From an optimization exercise on the open Yosys and OpenROAD flow, aimed at small area and a short achievable clock period; shortcuts taken in it are not production practice. In this exercise RTL edits were held to simulation tests only and were not proved equivalent to the original. Power is estimated from default activity; no workload was simulated.

$ cat flow/config.mk
export PLATFORM = sky130hd
export DESIGN_NAME = systolic_top
export DESIGN_NICKNAME = systolic_top
export VERILOG_FILES = /design/flow/design.v
export SDC_FILE = /design/flow/constraint.sdc
export NUM_CORES = 4
export LEC_CHECK = 0
export CAP_MARGIN = 20
export CORE_MARGIN = 2
export CORE_UTILIZATION = 40
export CTS_BUF_LIST = sky130_fd_sc_hd__clkbuf_8
export CTS_CLUSTER_DIAMETER = 60
export CTS_CLUSTER_SIZE = 16
export SLEW_MARGIN = 20
$ cat flow/constraint.sdc
create_clock -name core_clock -period 10.0 [get_ports {i_clk}]
set_input_delay 2.0000 -clock core_clock [delete_from_list [all_inputs] [get_ports {i_clk}]]
set_output_delay 2.0000 -clock core_clock [all_outputs]
set_load 0.01 [all_outputs]
$ cat flow/design.v
module fa (
    input  logic a, b, c,
    output logic s, co
);
    assign s  = a ^ b ^ c;
    assign co = (a & b) | (a & c) | (b & c);
endmodule
module ha (
    input  logic a, b,
    output logic s, co
);
    assign s  = a ^ b;
    assign co = a & b;
endmodule
module mFU (
    input  logic [7:0]  a, b,
    input  logic        s_2, s_4, s_8, s_24, s_48, s_248,
    input  logic [15:0] acc,
    output logic [15:0] sum
);
    wire p0_0 = ((s_48&(a[0]&b[0])))|(s_2&((~a[1]&a[0]&~b[1]&b[0])|(~a[1]&a[0]&b[1]&b[0])|(a[1]&a[0]&~b[1]&b[0])|(a[1]&a[0]&b[1]&b[0])));
    wire p0_1 = ((s_4&(a[4]&b[4])))|(s_2&((~a[3]&a[2]&~b[3]&b[2])|(~a[3]&a[2]&b[3]&b[2])|(a[3]&a[2]&~b[3]&b[2])|(a[3]&a[2]&b[3]&b[2])));
    wire p0_2 = (s_2&((~a[5]&a[4]&~b[5]&b[4])|(~a[5]&a[4]&b[5]&b[4])|(a[5]&a[4]&~b[5]&b[4])|(a[5]&a[4]&b[5]&b[4])));
    wire p0_3 = (s_2&((~a[7]&a[6]&~b[7]&b[6])|(~a[7]&a[6]&b[7]&b[6])|(a[7]&a[6]&~b[7]&b[6])|(a[7]&a[6]&b[7]&b[6])));
    wire p0_4 = acc[0];
    wire p1_0 = ((s_48&(a[0]&b[1])))|(s_2&((~a[1]&~a[0]&~b[1]&~b[0])|(~a[1]&~a[0]&~b[1]&b[0])|(~a[1]&~a[0]&b[1]&~b[0])|(~a[1]&~a[0]&b[1]&b[0])|(~a[1]&a[0]&~b[1]&~b[0])|(~a[1]&a[0]&~b[1]&b[0])|(a[1]&~a[0]&~b[1]&~b[0])|(a[1]&~a[0]&b[1]&~b[0])|(a[1]&a[0]&~b[1]&~b[0])|(a[1]&a[0]&b[1]&b[0])));
    wire p1_1 = ((s_48&(a[1]&b[0])))|(s_2&((~a[3]&~a[2]&~b[3]&~b[2])|(~a[3]&~a[2]&~b[3]&b[2])|(~a[3]&~a[2]&b[3]&~b[2])|(~a[3]&~a[2]&b[3]&b[2])|(~a[3]&a[2]&~b[3]&~b[2])|(~a[3]&a[2]&~b[3]&b[2])|(a[3]&~a[2]&~b[3]&~b[2])|(a[3]&~a[2]&b[3]&~b[2])|(a[3]&a[2]&~b[3]&~b[2])|(a[3]&a[2]&b[3]&b[2])));
    wire p1_2 = ((s_4&(a[4]&b[5])))|(s_2&((~a[5]&~a[4]&~b[5]&~b[4])|(~a[5]&~a[4]&~b[5]&b[4])|(~a[5]&~a[4]&b[5]&~b[4])|(~a[5]&~a[4]&b[5]&b[4])|(~a[5]&a[4]&~b[5]&~b[4])|(~a[5]&a[4]&~b[5]&b[4])|(a[5]&~a[4]&~b[5]&~b[4])|(a[5]&~a[4]&b[5]&~b[4])|(a[5]&a[4]&~b[5]&~b[4])|(a[5]&a[4]&b[5]&b[4])));
    wire p1_3 = ((s_4&(a[5]&b[4])))|(s_2&((~a[7]&~a[6]&~b[7]&~b[6])|(~a[7]&~a[6]&~b[7]&b[6])|(~a[7]&~a[6]&b[7]&~b[6])|(~a[7]&~a[6]&b[7]&b[6])|(~a[7]&a[6]&~b[7]&~b[6])|(~a[7]&a[6]&~b[7]&b[6])|(a[7]&~a[6]&~b[7]&~b[6])|(a[7]&~a[6]&b[7]&~b[6])|(a[7]&a[6]&~b[7]&~b[6])|(a[7]&a[6]&b[7]&b[6])));
    wire p1_4 = acc[1];
    wire p2_0 = ((s_48&(a[0]&b[2])))|(s_2&((a[1]&~a[0]&b[1]&~b[0])|(a[1]&~a[0]&b[1]&b[0])|(a[1]&a[0]&b[1]&~b[0])));
    wire p2_1 = ((s_48&(a[1]&b[1])))|(s_2&((a[3]&~a[2]&b[3]&~b[2])|(a[3]&~a[2]&b[3]&b[2])|(a[3]&a[2]&b[3]&~b[2])));
    wire p2_2 = ((s_48&(a[2]&b[0])))|(s_2&((a[5]&~a[4]&b[5]&~b[4])|(a[5]&~a[4]&b[5]&b[4])|(a[5]&a[4]&b[5]&~b[4])));
    wire p2_3 = ((s_4&(a[4]&b[6])))|(s_2&((a[7]&~a[6]&b[7]&~b[6])|(a[7]&~a[6]&b[7]&b[6])|(a[7]&a[6]&b[7]&~b[6])));
    wire p2_4 = ((s_4&(a[5]&b[5])));
    wire p2_5 = ((s_4&(a[6]&b[4])));
    wire p2_6 = acc[2];
    wire p3_0 = ((s_8&(a[0]&b[3]))|(s_4&~(a[0]&b[3])))|(s_2);
    wire p3_1 = ((s_48&(a[1]&b[2])));
    wire p3_2 = ((s_48&(a[2]&b[1])));
    wire p3_3 = ((s_8&(a[3]&b[0]))|(s_4&~(a[3]&b[0])));
    wire p3_4 = ((s_4&~(a[4]&b[7])));
    wire p3_5 = ((s_4&(a[5]&b[6])));
    wire p3_6 = ((s_4&(a[6]&b[5])));
    wire p3_7 = ((s_4&~(a[7]&b[4])));
    wire p3_8 = acc[3];
    wire p4_0 = ((s_8&(a[1]&b[3]))|(s_4&~(a[1]&b[3])))|(s_2);
    wire p4_1 = ((s_48&(a[2]&b[2])));
    wire p4_2 = ((s_8&(a[3]&b[1]))|(s_4&~(a[3]&b[1])));
    wire p4_3 = ((s_8&(a[0]&b[4])))|((s_4&~(a[5]&b[7])));
    wire p4_4 = ((s_8&(a[4]&b[0])))|((s_4&(a[6]&b[6])));
    wire p4_5 = ((s_4&~(a[7]&b[5])));
    wire p4_6 = acc[4];
    wire p5_0 = ((s_8&(a[2]&b[3]))|(s_4&~(a[2]&b[3])));
    wire p5_1 = ((s_8&(a[3]&b[2]))|(s_4&~(a[3]&b[2])));
    wire p5_2 = (s_24)|((s_8&(a[0]&b[5])));
    wire p5_3 = ((s_8&(a[1]&b[4])))|((s_4&~(a[6]&b[7])));
    wire p5_4 = ((s_8&(a[4]&b[1])))|((s_4&~(a[7]&b[6])));
    wire p5_5 = ((s_8&(a[5]&b[0])));
    wire p5_6 = acc[5];
    wire p6_0 = ((s_48&(a[3]&b[3])))|(s_2);
    wire p6_1 = ((s_8&(a[0]&b[6])))|((s_4&(a[7]&b[7])));
    wire p6_2 = ((s_8&(a[1]&b[5])));
    wire p6_3 = ((s_8&(a[2]&b[4])));
    wire p6_4 = ((s_8&(a[4]&b[2])));
    wire p6_5 = ((s_8&(a[5]&b[1])));
    wire p6_6 = ((s_8&(a[6]&b[0])));
    wire p6_7 = acc[6];
    wire p7_0 = ((s_8&~(a[0]&b[7])))|(s_2);
    wire p7_1 = ((s_8&(a[1]&b[6])));
    wire p7_2 = ((s_8&(a[2]&b[5])));
    wire p7_3 = ((s_8&(a[3]&b[4])));
    wire p7_4 = ((s_8&(a[4]&b[3])));
    wire p7_5 = ((s_8&(a[5]&b[2])));
    wire p7_6 = ((s_8&(a[6]&b[1])));
    wire p7_7 = ((s_8&~(a[7]&b[0])));
    wire p7_8 = acc[7];
    wire p8_0 = (s_248);
    wire p8_1 = ((s_8&~(a[1]&b[7])));
    wire p8_2 = ((s_8&(a[2]&b[6])));
    wire p8_3 = ((s_8&(a[3]&b[5])));
    wire p8_4 = ((s_8&(a[4]&b[4])));
    wire p8_5 = ((s_8&(a[5]&b[3])));
    wire p8_6 = ((s_8&(a[6]&b[2])));
    wire p8_7 = ((s_8&~(a[7]&b[1])));
    wire p8_8 = acc[8];
    wire p9_0 = (s_24)|((s_8&~(a[2]&b[7])));
    wire p9_1 = ((s_8&(a[3]&b[6])));
    wire p9_2 = ((s_8&(a[4]&b[5])));
    wire p9_3 = ((s_8&(a[5]&b[4])));
    wire p9_4 = ((s_8&(a[6]&b[3])));
    wire p9_5 = ((s_8&~(a[7]&b[2])));
    wire p9_6 = acc[9];
    wire p10_0 = (s_24)|((s_8&~(a[3]&b[7])));
    wire p10_1 = ((s_8&(a[4]&b[6])));
    wire p10_2 = ((s_8&(a[5]&b[5])));
    wire p10_3 = ((s_8&(a[6]&b[4])));
    wire p10_4 = ((s_8&~(a[7]&b[3])));
    wire p10_5 = acc[10];
    wire p11_0 = (s_24)|((s_8&~(a[4]&b[7])));
    wire p11_1 = ((s_8&(a[5]&b[6])));
    wire p11_2 = ((s_8&(a[6]&b[5])));
    wire p11_3 = ((s_8&~(a[7]&b[4])));
    wire p11_4 = acc[11];
    wire p12_0 = (s_24)|((s_8&~(a[5]&b[7])));
    wire p12_1 = ((s_8&(a[6]&b[6])));
    wire p12_2 = ((s_8&~(a[7]&b[5])));
    wire p12_3 = acc[12];
    wire p13_0 = (s_24)|((s_8&~(a[6]&b[7])));
    wire p13_1 = ((s_8&~(a[7]&b[6])));
    wire p13_2 = acc[13];
    wire p14_0 = (s_24)|((s_8&(a[7]&b[7])));
    wire p14_1 = acc[14];
    wire p15_0 = (s_248);
    wire p15_1 = acc[15];
    wire s0, c0;
    ha us0 (.a(p2_6), .b(p2_4), .s(s0), .co(c0));
    wire s1, c1;
    fa us1 (.a(p3_8), .b(p3_1), .c(p3_2), .s(s1), .co(c1));
    wire s2, c2;
    fa us2 (.a(p3_3), .b(p3_4), .c(p3_5), .s(s2), .co(c2));
    wire s3, c3;
    fa us3 (.a(p4_6), .b(p4_1), .c(p4_2), .s(s3), .co(c3));
    wire s4, c4;
    ha us4 (.a(p4_5), .b(p4_0), .s(s4), .co(c4));
    wire s5, c5;
    fa us5 (.a(p5_6), .b(p5_0), .c(p5_1), .s(s5), .co(c5));
    wire s6, c6;
    ha us6 (.a(p5_5), .b(p5_2), .s(s6), .co(c6));
    wire s7, c7;
    fa us7 (.a(p6_7), .b(p6_2), .c(p6_3), .s(s7), .co(c7));
    wire s8, c8;
    fa us8 (.a(p6_4), .b(p6_5), .c(p6_6), .s(s8), .co(c8));
    wire s9, c9;
    fa us9 (.a(p7_8), .b(p7_1), .c(p7_2), .s(s9), .co(c9));
    wire s10, c10;
    fa us10 (.a(p7_3), .b(p7_4), .c(p7_5), .s(s10), .co(c10));
    wire s11, c11;
    ha us11 (.a(p7_6), .b(p7_7), .s(s11), .co(c11));
    wire s12, c12;
    fa us12 (.a(p8_8), .b(p8_0), .c(p8_1), .s(s12), .co(c12));
    wire s13, c13;
    fa us13 (.a(p8_2), .b(p8_3), .c(p8_4), .s(s13), .co(c13));
    wire s14, c14;
    fa us14 (.a(p8_5), .b(p8_6), .c(p8_7), .s(s14), .co(c14));
    wire s15, c15;
    fa us15 (.a(p9_6), .b(p9_1), .c(p9_2), .s(s15), .co(c15));
    wire s16, c16;
    fa us16 (.a(p9_3), .b(p9_4), .c(p9_5), .s(s16), .co(c16));
    wire s17, c17;
    fa us17 (.a(p10_5), .b(p10_1), .c(p10_2), .s(s17), .co(c17));
    wire s18, c18;
    ha us18 (.a(p0_4), .b(p0_2), .s(s18), .co(c18));
    wire s19, c19;
    fa us19 (.a(p1_4), .b(p1_0), .c(p1_1), .s(s19), .co(c19));
    wire s20, c20;
    fa us20 (.a(p2_5), .b(p2_0), .c(p2_1), .s(s20), .co(c20));
    wire s21, c21;
    ha us21 (.a(p2_2), .b(p2_3), .s(s21), .co(c21));
    wire s22, c22;
    fa us22 (.a(p3_6), .b(p3_7), .c(p3_0), .s(s22), .co(c22));
    wire s23, c23;
    fa us23 (.a(c0), .b(s1), .c(s2), .s(s23), .co(c23));
    wire s24, c24;
    fa us24 (.a(p4_3), .b(p4_4), .c(c1), .s(s24), .co(c24));
    wire s25, c25;
    fa us25 (.a(c2), .b(s3), .c(s4), .s(s25), .co(c25));
    wire s26, c26;
    fa us26 (.a(p5_3), .b(p5_4), .c(c3), .s(s26), .co(c26));
    wire s27, c27;
    fa us27 (.a(c4), .b(s5), .c(s6), .s(s27), .co(c27));
    wire s28, c28;
    fa us28 (.a(p6_0), .b(p6_1), .c(c5), .s(s28), .co(c28));
    wire s29, c29;
    fa us29 (.a(c6), .b(s7), .c(s8), .s(s29), .co(c29));
    wire s30, c30;
    fa us30 (.a(p7_0), .b(s11), .c(c7), .s(s30), .co(c30));
    wire s31, c31;
    fa us31 (.a(c8), .b(s10), .c(s9), .s(s31), .co(c31));
    wire s32, c32;
    fa us32 (.a(c11), .b(c10), .c(c9), .s(s32), .co(c32));
    wire s33, c33;
    fa us33 (.a(s12), .b(s13), .c(s14), .s(s33), .co(c33));
    wire s34, c34;
    fa us34 (.a(p9_0), .b(c12), .c(c13), .s(s34), .co(c34));
    wire s35, c35;
    fa us35 (.a(c14), .b(s15), .c(s16), .s(s35), .co(c35));
    wire s36, c36;
    fa us36 (.a(p10_3), .b(p10_4), .c(p10_0), .s(s36), .co(c36));
    wire s37, c37;
    fa us37 (.a(c15), .b(c16), .c(s17), .s(s37), .co(c37));
    wire s38, c38;
    fa us38 (.a(p11_4), .b(p11_1), .c(p11_2), .s(s38), .co(c38));
    wire s39, c39;
    fa us39 (.a(p11_3), .b(p11_0), .c(c17), .s(s39), .co(c39));
    wire s40, c40;
    fa us40 (.a(p12_3), .b(p12_1), .c(p12_2), .s(s40), .co(c40));
    wire s41, c41;
    ha us41 (.a(p0_3), .b(p0_0), .s(s41), .co(c41));
    wire s42, c42;
    fa us42 (.a(p1_2), .b(p1_3), .c(c18), .s(s42), .co(c42));
    wire s43, c43;
    fa us43 (.a(s0), .b(s21), .c(c19), .s(s43), .co(c43));
    wire s44, c44;
    fa us44 (.a(c21), .b(c20), .c(s22), .s(s44), .co(c44));
    wire s45, c45;
    fa us45 (.a(c22), .b(c23), .c(s24), .s(s45), .co(c45));
    wire s46, c46;
    fa us46 (.a(c24), .b(c25), .c(s26), .s(s46), .co(c46));
    wire s47, c47;
    fa us47 (.a(c26), .b(c27), .c(s28), .s(s47), .co(c47));
    wire s48, c48;
    fa us48 (.a(c28), .b(c29), .c(s30), .s(s48), .co(c48));
    wire s49, c49;
    fa us49 (.a(c30), .b(c31), .c(s32), .s(s49), .co(c49));
    wire s50, c50;
    fa us50 (.a(c32), .b(c33), .c(s34), .s(s50), .co(c50));
    wire s51, c51;
    fa us51 (.a(s36), .b(c34), .c(c35), .s(s51), .co(c51));
    wire s52, c52;
    fa us52 (.a(s38), .b(c36), .c(c37), .s(s52), .co(c52));
    wire s53, c53;
    fa us53 (.a(p12_0), .b(c38), .c(s40), .s(s53), .co(c53));
    wire s54, c54;
    fa us54 (.a(p13_2), .b(p13_1), .c(p13_0), .s(s54), .co(c54));
    wire s55, c55;
    ha us55 (.a(p0_1), .b(s18), .s(s55), .co(c55));
    wire s56, c56;
    fa us56 (.a(c41), .b(s19), .c(s42), .s(s56), .co(c56));
    wire s57, c57;
    fa us57 (.a(s20), .b(c42), .c(s43), .s(s57), .co(c57));
    wire s58, c58;
    fa us58 (.a(s23), .b(c43), .c(s44), .s(s58), .co(c58));
    wire s59, c59;
    fa us59 (.a(s25), .b(c44), .c(s45), .s(s59), .co(c59));
    wire s60, c60;
    fa us60 (.a(s27), .b(c45), .c(s46), .s(s60), .co(c60));
    wire s61, c61;
    fa us61 (.a(s29), .b(c46), .c(s47), .s(s61), .co(c61));
    wire s62, c62;
    fa us62 (.a(s31), .b(c47), .c(s48), .s(s62), .co(c62));
    wire s63, c63;
    fa us63 (.a(s33), .b(c48), .c(s49), .s(s63), .co(c63));
    wire s64, c64;
    fa us64 (.a(s35), .b(c49), .c(s50), .s(s64), .co(c64));
    wire s65, c65;
    fa us65 (.a(s37), .b(c50), .c(s51), .s(s65), .co(c65));
    wire s66, c66;
    fa us66 (.a(s39), .b(c51), .c(s52), .s(s66), .co(c66));
    wire s67, c67;
    fa us67 (.a(c39), .b(s53), .c(c52), .s(s67), .co(c67));
    wire s68, c68;
    fa us68 (.a(c40), .b(s54), .c(c53), .s(s68), .co(c68));
    wire s69, c69;
    fa us69 (.a(p14_1), .b(p14_0), .c(c54), .s(s69), .co(c69));
    wire s70, c70;
    ha us70 (.a(p15_1), .b(p15_0), .s(s70), .co(c70));
    wire [15:0] x = {s70, s69, s68, c66, c65, c64, c63, c62, c61, c60, c59, c58, c57, c56, c55, s41};
    wire [15:0] y = {c69, c68, c67, s67, s66, s65, s64, s63, s62, s61, s60, s59, s58, s57, s56, s55};
    assign sum = x + y;
endmodule
module pe (
    input  logic        i_clk, i_nrst,
    input  logic        i_reg_clear, i_pe_en, i_psum_out_en,
    input  logic [1:0]  i_mode,
    input  logic [7:0]  i_ifmap, i_weight,
    output logic [7:0]  o_weight,
    output logic [15:0] o_ofmap
);
    logic [7:0]  w_q, a_q;
    logic [15:0] acc_q, out_q, sum;
    logic        s_2, s_4, s_8, s_24, s_48, s_248;
    wire go = i_pe_en & ~i_reg_clear & ~i_psum_out_en & (|i_ifmap);
    wire d8 = go & (i_mode == 2'b00);
    wire d4 = go & (i_mode == 2'b01);
    wire d2 = go & (i_mode == 2'b10);
    wire clr_acc = i_reg_clear & ~i_psum_out_en;
    always_ff @(posedge i_clk or negedge i_nrst) begin
        if (~i_nrst) begin
            w_q   <= 8'd0;
            acc_q <= 16'd0;
            out_q <= 16'd0;
            s_2 <= 1'b0;
            s_4 <= 1'b0;
            s_8 <= 1'b0;
            s_24 <= 1'b0;
            s_48 <= 1'b0;
            s_248 <= 1'b0;
        end else begin
            if (i_reg_clear)      w_q <= 8'd0;
            else if (i_pe_en)     w_q <= i_weight;
            s_2 <= d2;
            s_4 <= d4;
            s_8 <= d8;
            s_24 <= d2 | d4;
            s_48 <= d4 | d8;
            s_248 <= d2 | d4 | d8;
            acc_q <= clr_acc ? 16'd0 : sum;
            if (i_psum_out_en) begin
                out_q <= sum;
            end else if (i_reg_clear) begin
                out_q <= 16'd0;
            end
        end
    end
    always_ff @(posedge i_clk) a_q <= i_ifmap;
    mFU mfu (.a(a_q), .b(w_q), .s_2(s_2), .s_4(s_4), .s_8(s_8), .s_24(s_24), .s_48(s_48), .s_248(s_248), .acc(acc_q), .sum(sum));
    assign o_weight = w_q;
    assign o_ofmap  = out_q;
endmodule
module systolic_array #(
    parameter int HEIGHT = 8
) (
    input  logic                         i_clk, i_nrst, i_reg_clear, i_pe_en, i_psum_out_en,
    input  logic [1:0]                   i_mode,
    input  logic [0:HEIGHT-1][7:0]       i_ifmap,
    input  logic [7:0]                   i_weight,
    output logic [0:HEIGHT-1][15:0]      o_ofmap
);
    logic [0:HEIGHT][7:0] wchain;
    assign wchain[0] = i_weight;
    genvar r;
    generate
        for (r = 0; r < HEIGHT; r++) begin : y_axis
            pe pe_inst (
                .i_clk(i_clk), .i_nrst(i_nrst),
                .i_reg_clear(i_reg_clear), .i_pe_en(i_pe_en), .i_psum_out_en(i_psum_out_en),
                .i_mode(i_mode),
                .i_ifmap(i_ifmap[r]), .i_weight(wchain[r]),
                .o_weight(wchain[r+1]), .o_ofmap(o_ofmap[r])
            );
        end
    endgenerate
endmodule
module systolic_top (
    input  logic         i_clk,
    input  logic         i_nrst,
    input  logic         i_reg_clear,
    input  logic         i_pe_en,
    input  logic         i_psum_out_en,
    input  logic [1:0]   i_mode,
    input  logic [63:0]  i_ifmap,    
    input  logic [7:0]   i_weight,
    output logic [127:0] o_ofmap     
);
    systolic_array #(.HEIGHT(8)) systolic_array_inst (
        .i_clk(i_clk), .i_nrst(i_nrst), .i_mode(i_mode),
        .i_reg_clear(i_reg_clear), .i_pe_en(i_pe_en), .i_psum_out_en(i_psum_out_en),
        .i_ifmap(i_ifmap), .i_weight(i_weight), .o_ofmap(o_ofmap)
    );
endmodule
$ cat flow/flow/run.sh
#!/bin/bash
# Standard layout, with one netlist step between synthesis and floorplan:
# fixpol.py removes polarity inverters around full-adder cells (a full adder
# inverted on all three inputs gives both outputs inverted), choosing which
# adders to take in inverted polarity so that the fewest inverters remain.
# Registers and all other cells are left as the standard synthesis made them.
set -euo pipefail
# repair setup timing towards a slack of 7 ns (the standard flow's setting stops at 5)
export SETUP_SLACK_MARGIN=7
# every port still gets its own buffer, as the smallest buffer cell (the resizer upsizes as needed)
export BUFFER_PORTS_ARGS="-buffer_cell sky130_fd_sc_hd__buf_1"
R=orfs/results/${FLOW_PLATFORM}/systolic_top/base
bash standard.sh synth > synth.log 2>&1
cp $R/1_2_yosys.v 1_2_yosys.orig.v
python3 flow/fixpol.py 1_2_yosys.orig.v $R/1_2_yosys.v > fixpol.log 2>&1
rm -f $R/1_synth.odb $R/1_synth.sdc
bash standard.sh finish > layout.log 2>&1
$ cat flow/flow/fixpol.py
#!/usr/bin/env python3
"""Remove polarity inverters around full-adder cells in a flat Yosys netlist.

A full adder is self-dual: inverting its three inputs inverts both outputs.
Each sky130 fa cell may therefore be "flipped" (inputs and outputs taken in the
other polarity) without changing the function. This picks flips by local search
to minimise the inverters needed, then rewrites the netlist: all inv_1 cells
that are not driving module ports are removed and one inverter per signal that
some pin needs in inverted polarity is recreated.

usage: fixpol.py IN.v OUT.v
"""
import re, sys, random
from collections import defaultdict

FA = "sky130_fd_sc_hd__fa_1"
INV = "sky130_fd_sc_hd__inv_1"
OUTPINS = {"X", "Y", "Q", "Q_N", "SUM", "COUT", "HI", "LO"}

src = open(sys.argv[1]).read()
mstart = src.index("module ")
# split into header (module line + decls), cells, footer
cell_re = re.compile(r"^\s*(sky130_fd_sc_hd__\w+)\s+(\S+)\s*\((.*?)\);\s*$", re.S | re.M)
pin_re = re.compile(r"\.(\w+)\((.*?)\)\s*(?:,|$)", re.S)

cells = []
spans = []
for m in cell_re.finditer(src):
    typ, name, body = m.group(1), m.group(2), m.group(3)
    pins = {}
    for pm in pin_re.finditer(body):
        pins[pm.group(1)] = pm.group(2).strip()
    cells.append([typ, name, pins])
    spans.append((m.start(), m.end()))
assert spans, "no cells"
head = src[:spans[0][0]]
tail = src[spans[-1][1]:]
between = [src[spans[i][1]:spans[i + 1][0]] for i in range(len(spans) - 1)]
assert all(b.strip() == "" for b in between), "unexpected text between cells"
assert "assign" not in tail and "assign" not in head.split(");", 1)[1] if ");" in head else True

ports = set()
hdr = head[head.index("module "):]
for d in re.finditer(r"^\s*(input|output|inout)\s+(\[[^\]]*\]\s*)?(.+?);", hdr, re.M):
    for nm in d.group(3).split(","):
        ports.add(nm.strip())
def is_port(net):
    base = re.sub(r"\s*\[\d+\]$", "", net)
    return base in ports or net in ports

driver = {}
for i, (t, n, p) in enumerate(cells):
    for pin, net in p.items():
        if pin in OUTPINS:
            driver[net] = (i, pin)

def is_inv(i):
    return cells[i][0] == INV

# removable inverters: output not a port
removable = set()
for i, (t, n, p) in enumerate(cells):
    if t == INV and not is_port(p["Y"]):
        removable.add(i)

def root(net):
    """(signal net, polarity) after stripping removable inverters."""
    pol = 0
    seen = 0
    while net in driver and driver[net][0] in removable and seen < 50:
        net = cells[driver[net][0]][2]["A"]
        pol ^= 1
        seen += 1
    return net, pol

# consumer pins (cell index, pin) of non-removable cells, needing (signal, polarity)
uses = []
for i, (t, n, p) in enumerate(cells):
    if i in removable:
        continue
    for pin, net in p.items():
        if pin in OUTPINS:
            continue
        if net.startswith("1'b") or net == "":
            continue
        s, pol = root(net)
        uses.append([i, pin, s, pol])
# module output ports driven through removable inverters: treat port net as consumer
portuses = []
for i in removable:
    pass  # removable excludes port-driving inverters by construction

fa_ids = [i for i, c in enumerate(cells) if c[0] == FA]
fa_out = {}  # signal net -> fa index
for i in fa_ids:
    for pin in ("SUM", "COUT"):
        fa_out[cells[i][2][pin]] = i
flip = {i: 0 for i in fa_ids}
uses_of_fa_in = defaultdict(list)   # fa -> use indices (its inputs)
uses_of_sig = defaultdict(list)     # signal -> use indices
for k, (i, pin, s, pol) in enumerate(uses):
    uses_of_sig[s].append(k)
    if i in flip:
        uses_of_fa_in[i].append(k)

def eff(k):
    i, pin, s, pol = uses[k]
    e = pol
    if i in flip and flip[i]:
        e ^= 1
    if s in fa_out and flip[fa_out[s]]:
        e ^= 1
    return e

def sig_cost(s):
    return 1 if any(eff(k) for k in uses_of_sig[s]) else 0

def touched(i):
    sigs = set(uses[k][2] for k in uses_of_fa_in[i])
    sigs.add(cells[i][2]["SUM"]); sigs.add(cells[i][2]["COUT"])
    return sigs

def total():
    return sum(sig_cost(s) for s in uses_of_sig)

before = len(removable)
cost0 = total()
import math
random.seed(1)
cur = cost0
best = cur
bestflip = dict(flip)
T = 1.0
N = 200000
for step in range(N):
    T = 1.0 * (1 - step / N) + 0.02
    i = random.choice(fa_ids)
    sigs = touched(i)
    c0 = sum(sig_cost(s) for s in sigs)
    flip[i] ^= 1
    c1 = sum(sig_cost(s) for s in sigs)
    d = c1 - c0
    if d <= 0 or random.random() < math.exp(-d / T):
        cur += d
        if cur < best:
            best = cur
            bestflip = dict(flip)
    else:
        flip[i] ^= 1
flip.update(bestflip)
cost1 = total()

# rewrite
out_cells = []
invnet = {}
newinv = []
cnt = 0
def inv_of(s):
    global cnt
    if s.startswith("1'b"):
        return "1'b1" if s == "1'b0" else "1'b0"
    if s not in invnet:
        nm = f"\\polinv_{cnt}_n "
        invnet[s] = nm
        newinv.append((f"polinv_{cnt}", s, nm))
        cnt += 1
    return invnet[s]

OUTNAME = {"and2_1": "X", "and3_1": "X", "and4_1": "X", "or2_1": "X", "or3_1": "X", "or4_1": "X",
           "a21o_1": "X", "a31o_1": "X", "a32o_1": "X", "a22o_1": "X", "a211o_1": "X", "o21a_1": "X",
           "o22a_1": "X", "o211a_1": "X", "o31a_1": "X", "mux2_1": "X", "xor2_1": "X", "xnor2_1": "Y",
           "nand2_1": "Y", "nand3_1": "Y", "nor2_1": "Y", "a21oi_1": "Y"}
SWAP = {"nand2_1": "and2_1", "nand3_1": "and3_1", "nand4_1": "and4_1", "nor2_1": "or2_1",
        "nor3_1": "or3_1", "nor4_1": "or4_1", "a21oi_1": "a21o_1", "a31oi_1": "a31o_1",
        "a32oi_1": "a32o_1", "a22oi_1": "a22o_1", "a211oi_1": "a211o_1", "o21ai_0": "o21a_1",
        "o21ai_1": "o21a_1", "o22ai_1": "o22a_1", "o211ai_1": "o211a_1", "o31ai_1": "o31a_1",
        "mux2i_1": "mux2_1", "xnor2_1": "xor2_1", "xor2_1": "xnor2_1", "and2_1": "nand2_1",
        "and3_1": "nand3_1", "or2_1": "nor2_1", "a21o_1": "a21oi_1"}
swapped = set()
for sg, ks in uses_of_sig.items():
    if sg not in driver or is_port(sg):
        continue
    di, dp = driver[sg]
    t = cells[di][0].replace("sky130_fd_sc_hd__", "")
    if t in SWAP and dp in ("X", "Y") and ks and all(eff(k) for k in ks):
        swapped.add(sg)
        nt = SWAP[t]
        cells[di][0] = "sky130_fd_sc_hd__" + nt
        oldpins = cells[di][2]
        net = oldpins.pop(dp)
        oldpins[OUTNAME[nt]] = net
newpins = {}
for k, (i, pin, s, pol) in enumerate(uses):
    e = eff(k)
    if s in swapped:
        e = 0
    newpins[(i, pin)] = inv_of(s) if e else s
# constants on fa inputs of flipped cells
for i in fa_ids:
    if flip[i]:
        for pin in ("A", "B", "CIN"):
            net = cells[i][2][pin]
            if net.startswith("1'b"):
                newpins[(i, pin)] = "1'b1" if net == "1'b0" else "1'b0"

def esc(net):
    return net.rstrip() + " " if net.startswith("\\") else net

lines = []
for i, (t, n, p) in enumerate(cells):
    if i in removable:
        continue
    pl = []
    for pin, net in p.items():
        pl.append(f"    .{pin}({esc(newpins.get((i, pin), net))})")
    lines.append(f"  {t} {n} (\n" + ",\n".join(pl) + "\n  );")
for nm, a, y in newinv:
    lines.append(f"  {INV} {nm} (\n    .A({esc(a)}),\n    .Y({esc(y)})\n  );")
wires = "".join(f"  wire {y};\n" for _, _, y in newinv)
# insert wire decls before first cell
out = head + wires + "\n".join(lines) + "\n" + tail
open(sys.argv[2], "w").write(out)
print(f"inverters: {before} removable, cost before {cost0}, after {cost1}, flipped {sum(flip.values())}/{len(fa_ids)}", file=sys.stderr)
$ cat flow/standard.sh
#!/bin/bash
# synth_recipe.tcl (not shown) runs the flow's synth.tcl, then flattens the netlist and writes it again
# the make line also repeats each setting of config.mk as NAME=value (left out here)
make -C /OpenROAD-flow-scripts/flow DESIGN_CONFIG=/design/flow/config.mk WORK_HOME=/design/flow/orfs CLKGATE_MAP_FILE= SYNTH_SCRIPT=/design/flow/synth_recipe.tcl "${@:-finish}"
==> summary.txt, run 1 <==
Status = complete, no violations
DR iter-0 viols = 2280
Gpl congestion = 0.868
Syn avg cell area = 10.1 um^2
Worst setup SP type = flip-flop
TritonRoute pass-1 iters = 6
Cts hold-fix bufs = 0
Internal power = 4.72 mW
Max Clk Rate = 224 MHz
Met3 WL = 8430 um
Layout area overhead = 36.3%
Synth warnings = 1
Worst min-delay path class = flip-flop to flip-flop
Metal1 wirelength = 50900 um
Clock skew = 52.8 ps
Switching pwr = 3.07 mW
Tot GR Track Use = 25.0%
Met2 wire len = 56500 um
Top-level I/O count = 207
Maximum level of the CTS H-tree = 2
Fraction of layout cells with a size suffix above 1 = 39.8%
Nets = 4964
Root Buffer Master = clkbuf_8
Area of the die = 0.0952 mm^2
Vias/cell = 5.56
IO Port Bufs = 206
Residual DRC = 0
Power per cell area = 154 mW/mm^2
Endpoint class of the critical path = flip-flop
Max Used Layer = met5
Core region area = 0.0918 mm^2
Starting Density = 40.4%
Syn Nets = 4433
DP HPWL = 76200 um
CTS sink count = 432
Largest net degree at the start of global routing = 138
Syn Inst Count = 3666
Worst VDD drop = 0.136 mV
Final Hold Viols = 0
Clock transition at the registers of the reported paths = 100 ps
Row cnt = 111
Clock latency at the later pin of the worst-skew pair = 750 ps
Grt total ovfl = 0
RSZ-0062 raised after global routing = yes
Initial antenna violation count = 6
DR WL/cell = 21.8 um
Slew HR = 43.9%
First-pass GRT wire length = 185000 um
Critical Path AT = 5060 ps
Routed WL = 120000 um
CTS tree = done
# setup viols final = 0
Mapped cell area = 0.0371 mm^2
Leak = 24.1 nW
Clock network fraction of design power = 19.5%
DIE HEIGHT = 308 um
Comb pwr share = 48.7%
Max_cap viols = 0
Slew @ Worst Pin = 841 ps
Sw Share = 39.4%
Max-slew violations = 0
Tmin final = 4470 ps
Post-Route Setup TNS = 0 ps
Critical-path maximum fanout = 5
Antenna Violating Nets Remaining = 0
Vias in the first global route = 31200
Final core utilization = 55.1%
Fillers = 7867
TritonCTS Buffers = 51
Worst EP required = 10600 ps
Seq pwr share = 31.8%
Vias = 30500
Die extent in x = 308 um
Final Cycle Share = 44.7%
Crit Path Class = flip-flop to flip-flop
Clock Tree Buf Depth = 3
==> cell type report <==
type                       instances  area, um^2  area share, %
clock inverter                    43         505           1.00
antenna                            5        12.5         0.0248
sequential                       432       10800           21.3
timing repair buffer             762        6970           13.8
multi-input combinational       2781       29300           58.0
inverter                         169         649           1.28
clock buffer                      53         729           1.44
tap                             1243        1560           3.08
==> final timing paths <==
check                      slack [ps]  depth (start not counted)                                            from                                              end
max                              5530                         14       systolic_array_inst.y_axis[5].pe_inst.s_4  systolic_array_inst.y_axis[5].pe_inst.out_q[12]
min                               500                          2  systolic_array_inst.y_axis[2].pe_inst.out_q[7]   systolic_array_inst.y_axis[2].pe_inst.out_q[7]
max reg2reg                      5530                         14       systolic_array_inst.y_axis[5].pe_inst.s_4  systolic_array_inst.y_axis[5].pe_inst.out_q[12]
min reg2reg                       500                          2  systolic_array_inst.y_axis[2].pe_inst.out_q[7]   systolic_array_inst.y_axis[2].pe_inst.out_q[7]
max in group asynchronous        7290                          3                                          i_nrst        systolic_array_inst.y_axis[5].pe_inst.s_4
min in group asynchronous        1460                          2                                          i_nrst  systolic_array_inst.y_axis[1].pe_inst.out_q[13]
==> metal layers <==
metal / vias up / track usage, %
li1: 13500 / -
met1: 15700 / 35.0
met2: 1111 / 39.5
met3: 226 / 4.27
met4: 2 / 8.18
met5: - / 0
==> placed cells by master (no fill, tap or decap), types with 24 or more instances in the layout <==
cell	count
dfrtp_1	263
a21oi_1	35
o21ai_1	98
ha_4	83
inv_1	143
xor2_2	30
nand3_1	132
xnor2_2	34
a21boi_0	65
clkbuf_8	53
a32o_1	24
buf_4	372
dfrtp_2	95
and2_1	29
nand2_1	316
a21oi_4	29
fa_1	358
inv_2	26
a21o_1	92
ha_1	98
nor2_1	259
and3_4	28
a31oi_1	34
buf_6	161
a21oi_2	24
nand2_2	37
mux2i_1	66
and3_1	172
o21ai_0	48
fa_2	146
dfxtp_2	38
dfxtp_4	26
o21ai_2	29
buf_12	27
buf_1	77
xnor2_1	36
clkbuf_2	60
==> state kept, by name (all words and copies together), names as in the netlist <==
signal                                    cells
systolic_array_inst.y_axis.pe_inst.s_248      8
systolic_array_inst.y_axis.pe_inst.s_24       8
systolic_array_inst.y_axis.pe_inst.a_q       64
systolic_array_inst.y_axis.pe_inst.s_8        8
systolic_array_inst.y_axis.pe_inst.w_q       64
systolic_array_inst.y_axis.pe_inst.s_4        8
systolic_array_inst.y_axis.pe_inst.s_2        8
systolic_array_inst.y_axis.pe_inst.s_48       8
systolic_array_inst.y_axis.pe_inst.out_q    128
systolic_array_inst.y_axis.pe_inst.acc_q    128
==> stage by stage <==
step / std cells / total power [mW] / instance area, um^2 / worst slack [ps] / hold slack, ps
3_5_place_dp: 4853 / 5.07 / 40100 / 5260 / 470
5_1_grt: 5487 / 8.29 / 50500 / 5390 / 525
6_report: 5488 / 7.79 / 50500 / 5530 / 495
4_1_cts: 5329 / 7.40 / 47900 / 5570 / 493
2_1_floorplan: 3666 / 4.30 / 39400 / 5630 / 511
3_3_place_gp: 4853 / 5.04 / 40100 / 5290 / 461
==> power groups by stage <==
stage	logic [mW]	registers [mW]	clock network, mW
floorplan	1.87	2.43	0
global placement	2.54	2.50	0
detailed placement	2.57	2.50	0
CTS	3.37	2.47	1.57
global route	4.15	2.52	1.62
finish	3.80	2.48	1.52
==> worst max-delay path: stages (launching register included) <==
cell	delay (ps)
dfrtp_4	540
buf_12	150
mux2_4	260
fa_2	380
fa_1	510
fa_2	450
fa_1	530
ha_4	330
nand3_4	90
a41oi_2	360
a31oi_4	170
buf_4	170
buf_6	120
xnor2_4	190
o21ai_1	80
==> timing repair <==
| item | in CTS | in global routing |
|---|---|---|
| resized for setup | 832 | 358 |
| setup buffers | 347 | 151 |
| cloned | 33 | 3 |
| endpoints found under the setup margin | 426 | 377 |
| pin swaps | 327 | 191 |
==> run 2, diff against run 1 <==
--- a/flow/flow/run.sh
+++ b/flow/flow/run.sh
@@ -6,6 +6,4 @@
 # Registers and all other cells are left as the standard synthesis made them.
 set -euo pipefail
-# repair setup timing towards a slack of 7 ns (the standard flow's setting stops at 5)
-export SETUP_SLACK_MARGIN=7
 # every port still gets its own buffer, as the smallest buffer cell (the resizer upsizes as needed)
 export BUFFER_PORTS_ARGS="-buffer_cell sky130_fd_sc_hd__buf_1"
--- a/flow/config.mk
+++ b/flow/config.mk
@@ -10,5 +10,6 @@
 export CORE_UTILIZATION = 40
 export CTS_BUF_LIST = sky130_fd_sc_hd__clkbuf_8
-export CTS_CLUSTER_DIAMETER = 60
-export CTS_CLUSTER_SIZE = 16
+export CTS_CLUSTER_DIAMETER = 70
+export CTS_CLUSTER_SIZE = 20
+export SETUP_SLACK_MARGIN = 5
 export SLEW_MARGIN = 20
==> summary.txt, run 2 <==
Crit Path Class = flip-flop to flip-flop
Worst setup SP type = flip-flop
Non-Filler Instances = 4927 (-10%)
Internal power = 3.59 mW (-24%)
Critical-path maximum fanout = 11 (+6)
IO Port Bufs = 206 (unchanged)
DP HPWL = 75400 um (-1.1%)
Worst setup margin = 5180 ps (-358 ps)
Switching pwr = 2.43 mW (-21%)
First-pass GRT wire length = 165000 um (-11%)
Top-level I/O count = 207 (unchanged)
Mapped cell area = 0.0371 mm^2 (unchanged)
Slew HR = 38.9% (-5.0 points)
Die extent in x = 308 um (unchanged)
DR WL/cell = 20.9 um (-4.2%)
TritonRoute pass-1 iters = 6 (unchanged)
Clock Tree Buf Depth = 3 (unchanged)
Max Clk Rate = 207 MHz (-7.4%)
Post-Route Setup TNS = 0 ps (unchanged)
Power per cell area = 151 mW/mm^2 (-1.9%)
Worst min-delay path class = flip-flop to flip-flop
Largest net degree at the start of global routing = 149 (+8.0%)
Post-route design area = 0.0397 mm^2 (-21%)
Final Cycle Share = 48.2% (+3.6 points)
Clock transition at the registers of the reported paths = 120 ps (+20 ps)
Vias/cell = 5.51 (-0.97%)
Routed WL = 103000 um (-14%)
Maximum level of the CTS H-tree = 2 (unchanged)
# setup viols final = 0 (unchanged)
Starting Density = 40.4% (unchanged)
Largest regs = systolic_array_inst.y_axis.pe_inst.acc_q (128), systolic_array_inst.y_axis.pe_inst.out_q (128)
Residual DRC = 0 (unchanged)
Clock network fraction of design power = 22.0% (+2.5 points)
DP Area = 0.0386 mm^2 (-3.9%)
Endpoint class of the critical path = flip-flop
Clock skew = 36.5 ps (-16.3 ps)
Syn avg cell area = 10.1 um^2 (unchanged)
Layout area overhead = 7.19%
RSZ-0062 raised after global routing = yes
Worst EP required = 10580 ps (-20 ps)
Max-slew violations = 0 (unchanged)
Final core utilization = 43.3% (-12 points)
Status = complete, no violations
DIE HEIGHT = 308 um (unchanged)
Gpl congestion = 0.877 (+1.0%)
Most common cell after layout, fill and taps aside = fa_1
Vias in the first global route = 28500 (-8.6%)
Critical Path AT = 5400 ps (+340 ps)
Area of the die = 0.0952 mm^2 (unchanged)
CTS sink count = 432 (unchanged)
DR iter-0 viols = 2104 (-7.7%)
Tot GR Track Use = 22.3% (-2.7 points)
Syn Inst Count = 3666 (unchanged)
Grt total ovfl = 0 (unchanged)
Worst VDD drop = 0.0889 mV (-35%)
Seq pwr share = 40.9% (+9.1 points)
Root Buffer Master = clkbuf_8
Worst hold margin = 479 ps (-16.4 ps)
Worst slack, placed = 4910 ps (-353 ps)
Tot Pwr = 6.01 mW (-23%)
Tmin final = 4820 ps (+358 ps)
Nets = 4422 (-11%)
DP Cell Count = 4852 (-0.021%)
Initial antenna violation count = 4 (-2)
Antenna Violating Nets Remaining = 0 (unchanged)
Core region area = 0.0918 mm^2 (unchanged)
Fraction of layout cells with a size suffix above 1 = 5.78% (-34 points)
Comb pwr share = 37.2% (-12 points)
Max_cap viols = 0 (unchanged)
Most frequent cells in the layout = fa_1, nand2_1, dfrtp_1
Vias = 27100 (-11%)
TritonCTS Buffers = 39 (-24%)
Slew @ Worst Pin = 916 ps (+74.6 ps)
Clock latency at the later pin of the worst-skew pair = 690 ps (-60 ps)
Leak = 20.2 nW (-16%)
Sw Share = 40.4% (+0.92 points)
Synth warnings = 1 (unchanged)
Final Hold Viols = 0 (unchanged)
Syn Nets = 4433 (unchanged)
CTS tree = done
Row cnt = 111 (unchanged)
[run 2: area by class of cell]
cell class	instances	area (um^2)
multi-input combinational	2780	24900
tap	1243	1560
timing repair buffer	233	1070
clock buffer	42	578
clock inverter	27	410
fill	8988	52100
inverter	169	637
antenna	1	2.50
sequential	432	10600
[run 2: power by group through the flow]
stage          logic (mW)  registers [mW]  clock network, mW
6_report             2.23            2.46               1.32
5_1_grt              2.56            2.51               1.43
4_1_cts              2.27            2.46               1.37
3_5_place_dp         2.25            2.49                  0
3_3_place_gp         2.23            2.50                  0
2_1_floorplan        1.55            2.42                  0
[run 2: path summary, 6_finish.rpt]
kind,start,end,slack [ps],cells after the start
max in group asynchronous,i_nrst,systolic_array_inst.y_axis[5].pe_inst.w_q[3],6800,3
setup reg to reg,systolic_array_inst.y_axis[7].pe_inst.w_q[2],systolic_array_inst.y_axis[7].pe_inst.out_q[14],5180,14
setup / recovery,systolic_array_inst.y_axis[7].pe_inst.w_q[2],systolic_array_inst.y_axis[7].pe_inst.out_q[14],5180,14
hold / removal,systolic_array_inst.y_axis[4].pe_inst.out_q[6],systolic_array_inst.y_axis[4].pe_inst.out_q[6],480,2
min in group asynchronous,i_nrst,systolic_array_inst.y_axis[1].pe_inst.out_q[14],1200,1
hold reg to reg,systolic_array_inst.y_axis[4].pe_inst.out_q[6],systolic_array_inst.y_axis[4].pe_inst.out_q[6],480,2
[run 2: critical path: stages, from the launching register on]
cell,delay (ps)
dfrtp_1,670
nand2_1,170
mux2_2,310
fa_1,480
fa_1,430
fa_1,430
fa_1,530
ha_2,320
nand3_1,180
a21oi_1,100
o21ai_2,170
nor4b_2,220
a21oi_1,100
or3_1,340
a32o_1,260
[run 2: what timing repair did]
action / CTS / global route
hold buffers: 0 / 0
buffers inserted: 0 / 5
setup endpoints to repair: 3 / 68
resized for setup: 2 / 74
pin swaps: 0 / 1
[run 2: per-layer routing]
metal	part of all wire (%)	GRT usage [%]	up-vias
met1	44	30.9	13800
met2	46	35.5	789
met5	0.028	0	-
li1	-	-	12400
met3	6.3	3.76	161
met4	3.2	7.29	4
==> run 3, diff against run 2 <==
--- a/flow/flow/fixpol.py
+++ b/flow/flow/fixpol.py
@@ -113,6 +113,21 @@
     return e
 
+SWAPPABLE = {"nand2_1", "nand3_1", "nand4_1", "nor2_1", "nor3_1", "nor4_1", "a21oi_1", "a31oi_1",
+             "a32oi_1", "a22oi_1", "a211oi_1", "o21ai_0", "o21ai_1", "o22ai_1", "o211ai_1",
+             "o31ai_1", "mux2i_1", "xnor2_1", "xor2_1", "and2_1", "and3_1", "or2_1", "a21o_1"}
+swappable_sig = set()
+for sg in list(driver):
+    di, dp = driver[sg]
+    if dp in ("X", "Y") and not is_port(sg) and cells[di][0].replace("sky130_fd_sc_hd__", "") in SWAPPABLE:
+        swappable_sig.add(sg)
+
 def sig_cost(s):
-    return 1 if any(eff(k) for k in uses_of_sig[s]) else 0
+    ks = uses_of_sig[s]
+    n = sum(eff(k) for k in ks)
+    if n == 0:
+        return 0
+    if n == len(ks) and s in swappable_sig:
+        return 0
+    return 1
 
 def touched(i):
--- a/flow/config.mk
+++ b/flow/config.mk
@@ -10,6 +10,6 @@
 export CORE_UTILIZATION = 40
 export CTS_BUF_LIST = sky130_fd_sc_hd__clkbuf_8
-export CTS_CLUSTER_DIAMETER = 70
-export CTS_CLUSTER_SIZE = 20
+export CTS_CLUSTER_DIAMETER = 60
+export CTS_CLUSTER_SIZE = 16
 export SETUP_SLACK_MARGIN = 5
 export SLEW_MARGIN = 20
==> summary.txt, run 3 <==
Clock network fraction of design power = 24.6% (+2.6 points)
Nets = 4324 (-2.2%)
Power per cell area = 157 mW/mm^2 (+3.7%)
Internal power = 3.71 mW (+3.5%)
Worst path cell trace = and2_1 > and2_1 > fa_1 > fa_1 > fa_1 > fa_1 > ha_1 > a41oi_1 > nor2b_1 > o31ai_1 > a31oi_1 > o22ai_1 > xnor2_1 > o21ai_0
Top-level I/O count = 207 (unchanged)
Clock Tree Buf Depth = 3 (unchanged)
First-pass GRT wire length = 166000 um (+0.86%)
Met3 WL = 7100 um (+9.2%)
Max Used Layer = met5
Worst slack, placed = 4970 ps (+62.5 ps)
Max Clk Rate = 206 MHz (-0.67%)
Gpl congestion = 0.881 (+0.54%)
Residual DRC = 0 (unchanged)
RSZ-0062 raised after global routing = yes
Metal1 wirelength = 46500 um (+2.5%)
TritonCTS Buffers = 52 (+33%)
Final Hold Viols = 0 (unchanged)
TritonRoute pass-1 iters = 6 (unchanged)
Worst setup SP type = flip-flop
Slowest cell on the critical path = dfrtp_1
Vias/cell = 5.64 (+2.3%)
DP Area = 0.0383 mm^2 (-0.72%)
Clock skew = 32.7 ps (-3.79 ps)
Tmin final = 4860 ps (+32.4 ps)
Vias in the first global route = 28000 (-1.6%)
Layout area overhead = 7.90%
Crit Path Class = flip-flop to flip-flop
Critical Path AT = 5470 ps (+70 ps)
Comb pwr share = 35.8% (-1.4 points)
Syn Inst Count = 3550 (-3.2%)
Worst VDD drop = 0.131 mV (+47%)
Slew @ Worst Pin = 976 ps (+60.1 ps)
Maximum level of the CTS H-tree = 2 (unchanged)
Sw Share = 40.6% (+0.23 points)
DP HPWL = 76000 um (+0.85%)
CTS tree = done
CTS sink count = 432 (unchanged)
Clock latency at the later pin of the worst-skew pair = 750 ps (+60 ps)
Clock transition at the registers of the reported paths = 90 ps (-30 ps)
Worst hold stages = 2 (unchanged)
Slowest stage delay, CP = 570 ps (-100 ps)
Mapped cell area = 0.0369 mm^2 (-0.50%)
DR WL/cell = 21.9 um (+4.5%)
Synth warnings = 1 (unchanged)
Post-route design area = 0.0398 mm^2 (+0.16%)
Worst setup margin = 5140 ps (-32.4 ps)
Flip-flop and latch area = 0.0106 mm^2 (about the same)
# setup viols final = 0 (unchanged)
Worst reg2reg path endpoint = systolic_array_inst.y_axis[6].pe_inst.out_q[15]
DR iter-0 viols = 2151 (+2.2%)
Status = complete, no violations
Fraction of layout cells with a size suffix above 1 = 7.00% (+1.2 points)
Worst hold margin = 481 ps (+2.35 ps)
Seq pwr share = 39.5% (-1.4 points)
Area of the die = 0.0947 mm^2 (-0.49%)
Met2 wire len = 48200 um (+0.63%)
Max_cap viols = 0 (unchanged)
Syn avg cell area = 10.4 um^2 (+2.8%)
Starting Density = 40.3% (-0.080 points)
Syn Nets = 4317 (-2.6%)
Critical-path maximum fanout = 11 (unchanged)
Hold path endpoint = systolic_array_inst.y_axis[4].pe_inst.out_q[8]
Row cnt = 111 (unchanged)
Die extent in x = 308 um (-0.25%)
Max-slew violations = 0 (unchanged)
DIE HEIGHT = 308 um (-0.25%)
Multi-input logic area = 0.0252 mm^2 (+1.0%)
Vias = 27000 (-0.55%)
Tot GR Track Use = 22.6% (+0.34 points)
Reg2reg start = systolic_array_inst.y_axis[6].pe_inst.w_q[5]
Most frequent cells in the layout = fa_1, nand2_1, dfrtp_1
Root Buffer Master = clkbuf_8
Initial antenna violation count = 5 (+1)
Endpoint class of the critical path = flip-flop
Antenna Violating Nets Remaining = 0 (unchanged)
Worst min-delay path class = flip-flop to flip-flop
IO Port Bufs = 206 (unchanged)
Post-Route Setup TNS = 0 ps (unchanged)
Internal reg-to-reg setup slack = 5140 ps (-30 ps)
Routed WL = 105000 um (+1.6%)
Worst EP required = 10620 ps (+40 ps)
Slew HR = 34.9% (-4.0 points)
Final Cycle Share = 48.6% (+0.32 points)
CP dominant cell by count = fa_1
Hold Crit Start = systolic_array_inst.y_axis[4].pe_inst.out_q[8]
Largest net degree at the start of global routing = 154 (+3.4%)
Fillers = 8766 (-2.5%)
Reg2reg path depth = 14 (unchanged)
Grt total ovfl = 0 (unchanged)
Leak = 20.5 nW (+1.4%)
Most common cell after layout, fill and taps aside = fa_1
Core region area = 0.0915 mm^2 (-0.30%)
Largest regs = systolic_array_inst.y_axis.pe_inst.acc_q (128), systolic_array_inst.y_axis.pe_inst.out_q (128)
Switching pwr = 2.54 mW (+4.5%)
-- run 3: area by class of cell --
cell class,instances,area share [%]
clock inverters,42,1.29
multi-input cells,2780,63.3
clock buffers,56,1.94
inverters,53,0.506
repair buffers,238,2.69
diodes,1,0.00629
flip-flops and latches,432,26.5
well taps,1186,3.73
-- run 3: critical path, delay by kind of cell (launching register included) --
| kind | cells | cell delay [ps] |
|---|---|---|
| compound gates | 5 | 1130 |
| xor+xnor | 1 | 170 |
| simple gates | 3 | 610 |
| fa+ha+maj | 5 | 2250 |
| flops | 1 | 570 |
-- run 3: worst max path at each step --
stage / startpoint / end / slack [ps]
floorplan: systolic_array_inst.y_axis[7].pe_inst.s_8 / systolic_array_inst.y_axis[7].pe_inst.out_q[14] / 5430
global placement: systolic_array_inst.y_axis[4].pe_inst.w_q[3] / systolic_array_inst.y_axis[4].pe_inst.out_q[13] / 5050
detailed placement: systolic_array_inst.y_axis[4].pe_inst.w_q[3] / systolic_array_inst.y_axis[4].pe_inst.out_q[15] / 4970
CTS: systolic_array_inst.y_axis[1].pe_inst.w_q[3] / systolic_array_inst.y_axis[1].pe_inst.out_q[15] / 5000
global route: systolic_array_inst.y_axis[4].pe_inst.w_q[0] / systolic_array_inst.y_axis[4].pe_inst.out_q[14] / 4970
finish: systolic_array_inst.y_axis[6].pe_inst.w_q[5] / systolic_array_inst.y_axis[6].pe_inst.out_q[15] / 5140
-- run 3: layer usage --
layer / vias to the layer above / global-route usage (%)
met5: - / 0
met4: 4 / 6.97
li1: 12200 / -
met2: 836 / 35.4
met3: 135 / 4.06
met1: 13800 / 31.9
-- run 3: through the flow --
stage | power [mW] | instances | util (%)
5_1_grt | 6.72 | 4788 | 43.5
3_3_place_gp | 4.73 | 4680 | 41.8
2_1_floorplan | 3.96 | 3550 | -
3_5_place_dp | 4.75 | 4680 | 41.8
4_1_cts | 6.33 | 4778 | 43.2
6_report | 6.25 | 4788 | 43.5
-- run 3: power groups by stage --
stage / registers, mW / clock network [mW] / logic (mW)
after floorplan: 2.42 / 0 / 1.54
after global routing: 2.51 / 1.65 / 2.56
after CTS: 2.47 / 1.59 / 2.27
after global placement: 2.51 / 0 / 2.22
final: 2.47 / 1.54 / 2.24
after detailed placement: 2.50 / 0 / 2.24
-- run 3: timing repair --
item	4_1_cts	5_1_grt
hold buffers	0	0
gates resized for setup	1	78
endpoints found under the setup margin	2	67
pin swaps	0	2
setup buffers	0	9
==> run 4, diff against run 3 <==
--- a/flow/config.mk
+++ b/flow/config.mk
@@ -8,5 +8,5 @@
 export CAP_MARGIN = 20
 export CORE_MARGIN = 2
-export CORE_UTILIZATION = 40
+export CORE_UTILIZATION = 55
 export CTS_BUF_LIST = sky130_fd_sc_hd__clkbuf_8
 export CTS_CLUSTER_DIAMETER = 60
==> summary.txt, run 4 <==
Die extent in x = 263 um (-15%)
Reg2reg start = systolic_array_inst.y_axis[7].pe_inst.a_q[2]
Crit Path Class = flip-flop to flip-flop
Clock latency at the later pin of the worst-skew pair = 690 ps (-60 ps)
Syn Nets = 4317 (unchanged)
Endpoint class of the critical path = flip-flop
Reg2reg path depth = 14 (unchanged)
Core region area = 0.0661 mm^2 (-28%)
TritonCTS Buffers = 47 (-9.6%)
Internal reg-to-reg setup slack = 5110 ps (-30 ps)
Vias = 27500 (+1.8%)
CTS sink count = 432 (unchanged)
DR WL/cell = 22.7 um (+4.0%)
Vias/cell = 6.16 (+9.2%)
Clock transition at the registers of the reported paths = 90 ps (about the same)
Antenna Violating Nets Remaining = 0 (unchanged)
Slew HR = 29.6% (-5.3 points)
Routed WL = 101000 um (-3.1%)
Critical Path AT = 5460 ps (about the same)
Hold path endpoint = systolic_array_inst.y_axis[5].pe_inst.out_q[3]
Starting Density = 55.8% (+16 points)
Slowest cell on the critical path = dfxtp_1
Max Clk Rate = 205 MHz (-0.70%)
DIE HEIGHT = 263 um (-15%)
Top-level I/O count = 207 (unchanged)
Clock Tree Buf Depth = 3 (unchanged)
Cts hold-fix bufs = 0 (unchanged)
Mapped cell area = 0.0369 mm^2 (unchanged)
Max-slew violations = 0 (unchanged)
Final Cycle Share = 48.9% (+0.34 points)
Most frequent cells in the layout = fa_1, nand2_1, dfrtp_1
Worst path cell trace = nand2_1 > mux2_2 > fa_1 > fa_1 > fa_1 > fa_1 > ha_1 > nand3_1 > a21oi_1 > o21ai_2 > nor4b_2 > a21oi_1 > or3_1 > a32o_1
Syn Inst Count = 3550 (unchanged)
Nets = 4328 (+0.093%)
Grt total ovfl = 0 (unchanged)
Area of the die = 0.0692 mm^2 (-27%)
Gpl congestion = 0.877 (-0.50%)
CTS tree = done
Hold Crit Start = systolic_array_inst.y_axis[5].pe_inst.out_q[3]
Initial antenna violation count = 2 (-3)
Slowest stage delay, CP = 590 ps (+20 ps)
CP dominant cell by count = fa_1
Final Hold Viols = 0 (unchanged)
Worst reg2reg path endpoint = systolic_array_inst.y_axis[7].pe_inst.out_q[14]
Slew @ Worst Pin = 1060 ps (+79.7 ps)
Worst setup SP type = flip-flop
Tmin final = 4890 ps (+34.4 ps)
DR iter-0 viols = 2512 (+17%)
DP HPWL = 73300 um (-3.6%)
TritonRoute pass-1 iters = 5 (-1)
Max_cap viols = 0 (unchanged)
Synth warnings = 1 (unchanged)
Row cnt = 94 (-15%)
Tot GR Track Use = 29.8% (+7.2 points)
Vias in the first global route = 28800 (+2.5%)
Worst VDD drop = 0.140 mV (+7.3%)
Fraction of layout cells with a size suffix above 1 = 7.09% (+0.087 points)
Root Buffer Master = clkbuf_8
Clock skew = 35.9 ps (+3.18 ps)
# setup viols final = 0 (unchanged)
Largest net degree at the start of global routing = 84 (-45%)
Syn avg cell area = 10.4 um^2 (unchanged)
Tot Pwr = 6.10 mW (-2.4%)
Residual DRC = 0 (unchanged)
Worst hold stages = 2 (unchanged)
Post-Route Setup TNS = 0 ps (unchanged)
Critical-path maximum fanout = 10 (-1)
Status = complete, no violations
IO Port Bufs = 206 (unchanged)
First-pass GRT wire length = 163000 um (-1.8%)
Maximum level of the CTS H-tree = 2 (unchanged)
Largest regs = systolic_array_inst.y_axis.pe_inst.acc_q (128), systolic_array_inst.y_axis.pe_inst.out_q (128)
Worst EP required = 10570 ps (-50 ps)
RSZ-0062 raised after global routing = yes
Final core utilization = 59.6% (+16 points)
Layout area overhead = 6.70%
Worst min-delay path class = flip-flop to flip-flop
Power per cell area = 155 mW/mm^2 (-1.3%)
Most common cell after layout, fill and taps aside = fa_1
Leak = 20.4 nW (about the same)
Fillers = 5654 (-36%)
-- run 4: final cells by class --
| type | count | area [um^2] | share of cell area, % |
|---|---|---|---|
| Tap cell | 864 | 1080 | 2.75 |
| Timing Repair Buffer | 247 | 1140 | 2.90 |
| Clock buffer | 51 | 702 | 1.78 |
| Inverter | 53 | 201 | 0.512 |
| Sequential cell | 432 | 10600 | 26.8 |
| Clock inverter | 36 | 437 | 1.11 |
| Antenna cell | 1 | 2.50 | 0.00636 |
| Multi-Input combinational cell | 2780 | 25200 | 64.1 |
-- run 4: stage by stage --
stage / instance area, um^2 / std cells / hold WS (ps) / setup slack [ps]
finish: 39400 / 4464 / 482 / 5110
global route: 39400 / 4463 / 507 / 4920
CTS: 39000 / 4445 / 490 / 5000
detailed placement: 37900 / 4358 / 468 / 4800
global placement: 37900 / 4358 / 460 / 4890
floorplan: 36900 / 3550 / 516 / 5430
-- run 4: critical path: cells and delay by family (launching register included) --
kind / cells / cell delay (ps)
AO/OA/AOI/OAI: 4 / 660
multiplexers: 1 / 320
AND/OR/NAND/NOR: 4 / 970
flip-flops: 1 / 590
adder cells (fa/ha/maj): 5 / 2240
-- run 4: repair_timing --
item	CTS	global route
pin swaps	0	3
setup endpoints to repair	21	73
resized for setup	7	83
setup buffers	0	18
-- run 4: routing by layer --
layer / up-vias / share of wire [%] / track usage, %
li1: 12200 / - / -
met1: 14000 / 43 / 42.4
met2: 1037 / 47 / 47.2
met3: 190 / 6.6 / 4.24
met4: 2 / 3.2 / 10.4
met5: - / 0.012 / 0
-- run 4: worst max path at each step --
stage,depth (start not counted),slack (ps),startpoint,to
after global placement,13,4890,systolic_array_inst.y_axis[1].pe_inst.s_8,systolic_array_inst.y_axis[1].pe_inst.out_q[15]
after CTS,13,5000,systolic_array_inst.y_axis[4].pe_inst.w_q[3],systolic_array_inst.y_axis[4].pe_inst.out_q[15]
after global routing,14,4920,systolic_array_inst.y_axis[7].pe_inst.a_q[2],systolic_array_inst.y_axis[7].pe_inst.out_q[14]
final,14,5110,systolic_array_inst.y_axis[7].pe_inst.a_q[2],systolic_array_inst.y_axis[7].pe_inst.out_q[14]
after floorplan,16,5430,systolic_array_inst.y_axis[7].pe_inst.s_8,systolic_array_inst.y_axis[7].pe_inst.out_q[14]
after detailed placement,13,4800,systolic_array_inst.y_axis[1].pe_inst.s_8,systolic_array_inst.y_axis[1].pe_inst.out_q[15]
-- run 4: where the power goes --
part	internal (mW)	switching [mW]	total [mW]
clock	0.626	0.783	1.41
sequential	2.13	0.331	2.46
combinational	0.896	1.33	2.23

[what the ideal ports hide]
In the flow no input, the clock included, has a driving cell. The finished layouts below were timed again as built, in two steps.
Step 1 (the two cells are an assumption about what drives the block):
set clk [get_ports {i_clk}]
set_driving_cell -lib_cell sky130_fd_sc_hd__clkbuf_16 $clk
set_driving_cell -lib_cell sky130_fd_sc_hd__buf_2 [delete_from_list [all_inputs] $clk]
Step 2, shift: input delay + t, output delay - t, t = (earliest + latest rising clock arrival at the registers) / 2. This alone moves slack from input paths to output paths.
Slacks: ideal ports / drivers / drivers and shift; pairs: ideal ports / drivers.
| run | shift t [ns] | setup WS [ns] | worst register clock-pin slew, ns | pins driven straight from the clock port |
|---|---|---|---|---|
| run 1 | 0.785 | 5.535 / 5.535 / 5.535 | 0.11 / 0.11 | 1 |
| run 2 | 0.733 | 5.177 / 5.177 / 5.177 | 0.12 / 0.12 | 1 |
| run 3 | 0.794 | 5.145 / 5.145 / 5.145 | 0.11 / 0.11 | 1 |
| run 4 | 0.733 | 5.110 / 5.110 / 5.110 | 0.11 / 0.11 | 1 |
After both steps every run listed still meets setup and hold.
